Context: an optimization exercise on an open-source flow, tuned for a short achievable clock period and few clock cycles. The choices shown serve that exercise and are no tape-out recipe.
In this exercise RTL edits were held to simulation tests only and were not proved equivalent to the original.

==> v20 <==
==> flow/design.v (excerpt) <==
module RV32Core(
    input wire CPU_CLK,
    input wire CPU_RST,
    output wire [31:0] IMEM_A,
    input wire [31:0] IMEM_RD,
    output wire [31:0] DMEM_A,
    output wire [31:0] DMEM_WD,
    output wire [3:0] DMEM_WE,
    input wire [31:0] DMEM_RD
    );
clock: 10.0 ns
lec_check: 0
cap_margin: 20
core_margin: 2
core_utilization: 35
place_density: 0.55
slew_margin: 20
synth_hierarchical: 1
standard.sh (not shown) runs the stock make flow with config.mk's settings and CLKGATE_MAP_FILE= SYNTH_SCRIPT=/design/flow/synth_recipe.tcl, a recipe that flattens the netlist after the stock synthesis.
==> flow/flow/run.sh <==
#!/bin/bash
set -euo pipefail
MARGIN=${MARGIN:-7}
bash standard.sh SETUP_SLACK_MARGIN=$MARGIN finish > standard_flow.log 2>&1
==> inputs of v21, as changes to v20 <==
--- a/flow/design.v
+++ b/flow/design.v
@@ -123,22 +123,23 @@
     );
     assign tgt = {pc_hi + imm_hi + {19'd0, lo[11]}, lo[10:0], 1'b0};
 endmodule
 `timescale 1ns / 1ps
 module RegisterFile(
     input wire [32*31-1:0] rf_flat,
+    input wire [31:1] rf_v,
     input wire [31:0] oh1, oh2,
     output reg [31:0] rv1, rv2
     );
     integer ri;
     always @(*) begin
         rv1 = 32'd0;
         rv2 = 32'd0;
         for (ri = 1; ri < 32; ri = ri + 1) begin
-            rv1 = rv1 | ({32{oh1[ri]}} & rf_flat[32*(ri-1) +: 32]);
-            rv2 = rv2 | ({32{oh2[ri]}} & rf_flat[32*(ri-1) +: 32]);
+            rv1 = rv1 | ({32{oh1[ri] & rf_v[ri]}} & rf_flat[32*(ri-1) +: 32]);
+            rv2 = rv2 | ({32{oh2[ri] & rf_v[ri]}} & rf_flat[32*(ri-1) +: 32]);
         end
     end
 endmodule
 `timescale 1ns / 1ps
 module RV32Core(
     input wire CPU_CLK,
@@ -197,16 +198,16 @@
     reg [4:0]  rd_m;
     reg        v_m, wr_m, ld_m;
     reg [2:0]  f3_m;
     reg [31:0] res_w;
     reg [4:0]  rd_w;
     reg        wr_w, ld_w;
-    reg [31:1] wen_w;          
     reg [2:0]  f3_w;
     reg [1:0]  a_w;
     reg [31:0] rf [1:31];
+    reg [31:1] rf_v;           
     reg [NBTB-1:0] btb_v;
     reg [29:0] btb_tag [0:NBTB-1];
     reg [29:0] btb_tgt [0:NBTB-1];
     reg        btb_ptr;
     assign IMEM_A  = pc_f;
     assign DMEM_A  = dmem_a_q;
@@ -269,13 +270,13 @@
     genvar gi;
     generate
         for (gi = 1; gi < 32; gi = gi + 1) begin : rff
             assign rf_flat[32*(gi-1) +: 32] = rf[gi];
         end
     endgenerate
-    RegisterFile rf_read(.rf_flat(rf_flat), .oh1(oh1), .oh2(oh2), .rv1(rv1), .rv2(rv2));
+    RegisterFile rf_read(.rf_flat(rf_flat), .rf_v(rf_v), .oh1(oh1), .oh2(oh2), .rv1(rv1), .rv2(rv2));
     wire d1a = v_e && wr_e && rd_e == rs1_d;    
     wire d2a = v_m && wr_m && rd_m == rs1_d;
     wire d3a = wr_w && rd_w == rs1_d;
     wire d1b = v_e && wr_e && rd_e == rs2_d;
     wire d2b = v_m && wr_m && rd_m == rs2_d;
     wire d3b = wr_w && rd_w == rs2_d;
@@ -338,17 +339,14 @@
             2'd1: begin we_e = sum[1] ? 4'b1100 : 4'b0011; wd_e = {2{b[15:0]}}; end
             default: begin we_e = 4'b1111; wd_e = b; end
         endcase
         if (!(v_e && st_e)) we_e = 4'b0000;
     end
     DataExt dext(.rd(DMEM_RD), .f3(f3_w), .a(a_w), .ld(ld_w), .res(res_w), .wdata(wdata));
-    integer wi;
     always @(posedge clk) begin
-        for (wi = 1; wi < 32; wi = wi + 1)
-            if (rst) rf[wi] <= 32'd0;
-            else if (wen_w[wi]) rf[wi] <= wdata;
+        if (wr_w) rf[rd_w] <= wdata;
     end
     wire take_d0 = redir_d && !stall;
     wire take_d = take_d0 && !misp;
     wire [31:0] npc_d = take_d0 ? tgt_d : stall ? pc_f : btb_hit ? {btb_t, 2'b00} : pc_f4;
     wire [31:0] jalr_t = {sum[31:1], 1'b0};
     wire e_jalr = v_e && jalr_e;
@@ -362,28 +360,28 @@
                         (e_nb && jal_e && !pt_e) ? pcadd :
                         (e_nb && !jal_e && pt_e) ? pc4 : npc_d;
     wire [31:0] npc;
     IFSegReg npc_sel(.taken(taken), .npc_t(npc_t), .npc_n(npc_n), .npc(npc));
     reg btbu_v;
     reg [29:0] btbu_pc, btbu_tgt;
-    integer wj;
     always @(posedge clk) begin
         if (rst) begin
             pc_f <= 32'd0;
             v_i <= 1'b0;
             skid_v <= 1'b0;
             v_d <= 1'b0;
             v_e <= 1'b0;
             v_m <= 1'b0;
             wr_w <= 1'b0;
-            wen_w <= 31'd0;
             dmem_we_q <= 4'd0;
             btb_v <= {NBTB{1'b0}};
             btb_ptr <= 1'b0;
             btbu_v <= 1'b0;
+            rf_v <= 31'd0;
         end else begin
+            if (wr_w) rf_v[rd_w] <= 1'b1;
             pc_f <= npc;
             v_i <= !(misp || take_d);
             if (misp || take_d) begin
                 v_d <= 1'b0;
                 skid_v <= 1'b0;
             end else if (stall) begin
@@ -393,14 +391,12 @@
                 skid_v <= 1'b0;
             end
             v_e <= v_d && !stall && !misp;
             v_m <= v_e;
             dmem_we_q <= we_e;    
             wr_w <= v_m && wr_m;
-            for (wj = 1; wj < 32; wj = wj + 1)
-                wen_w[wj] <= v_m && wr_m && rd_m == wj;
             btbu_v <= v_e && act;
             if (btbu_v) begin : upd
                 reg found;
                 integer k;
                 found = 1'b0;
                 for (k = 0; k < NBTB; k = k + 1)
==> run_results.csv <==
group,metric,value,unit
detailed_routing,vias,97500,
synth,avgSynthCellArea,11.1,um2
critical_path,rr_worst_depth,14,
critical_path,reg2reg_to,"rf_v[15]",
cts,post_cts_resize_count,1598,
cts,cts.clk_slew.worst_paths,0.06,ns
cts,post_cts_buffers,347,
outcome,status,"complete, no violations",
power_and_ir_drop,finalPower,0.0200,W
timing,fmaxAchievable,0.273,GHz
grt,met2_usage,51.2,%
detailed_routing,first_pass_iters,14,
critical_path,slowest_stage,"or4_1",
-- figures above: v21

==> run_results.csv <==
group,metric,value,unit
synth,avgSynthCellArea,9.78,um2
cts,cts.clk_slew.worst_paths,0.07,ns
outcome,status,"complete, no violations",
grt,met2_usage,45.5,%
critical_path,slowest_stage,"or4b_4",
critical_path,reg2reg_to,"aA[0]",
critical_path,rr_worst_depth,12,
-- figures above: v20

Testbench counts of v20, summed over its fixed seeds: cycles 228,080.
Testbench counts of v21, summed over its fixed seeds: cycles 228,080.

## static timing again, ports no longer ideal
The flow's constraints put no driver on any port. The routed layouts listed below were extracted and timed again, unchanged, in two steps.
Step 1 assumes that a clkbuf_16 drives the clock port and a buf_2 every other input.
Step 2 also shifts input and output timing later by t, the mid clock arrival at the registers, as if the neighbouring blocks saw the same clock.
Three values: ideal ports, drivers, drivers and shift; two values: the first two.
| run | t (ns) | slack for setup (ns) | hold slack, ns |
|---|---|---|---|
| v20 | 0.992 | 6.346 / 6.336 / 5.644 | 0.314 / 0.314 / 0.314 |
| v21 | 1.038 | 6.338 / 6.338 / 5.776 | 0.330 / 0.330 / 0.330 |
After both steps every run listed still meets setup and hold. For v20, which loses most, drivers alone change the setup slack by -0.010 ns; drivers and shift together by -0.702 ns.
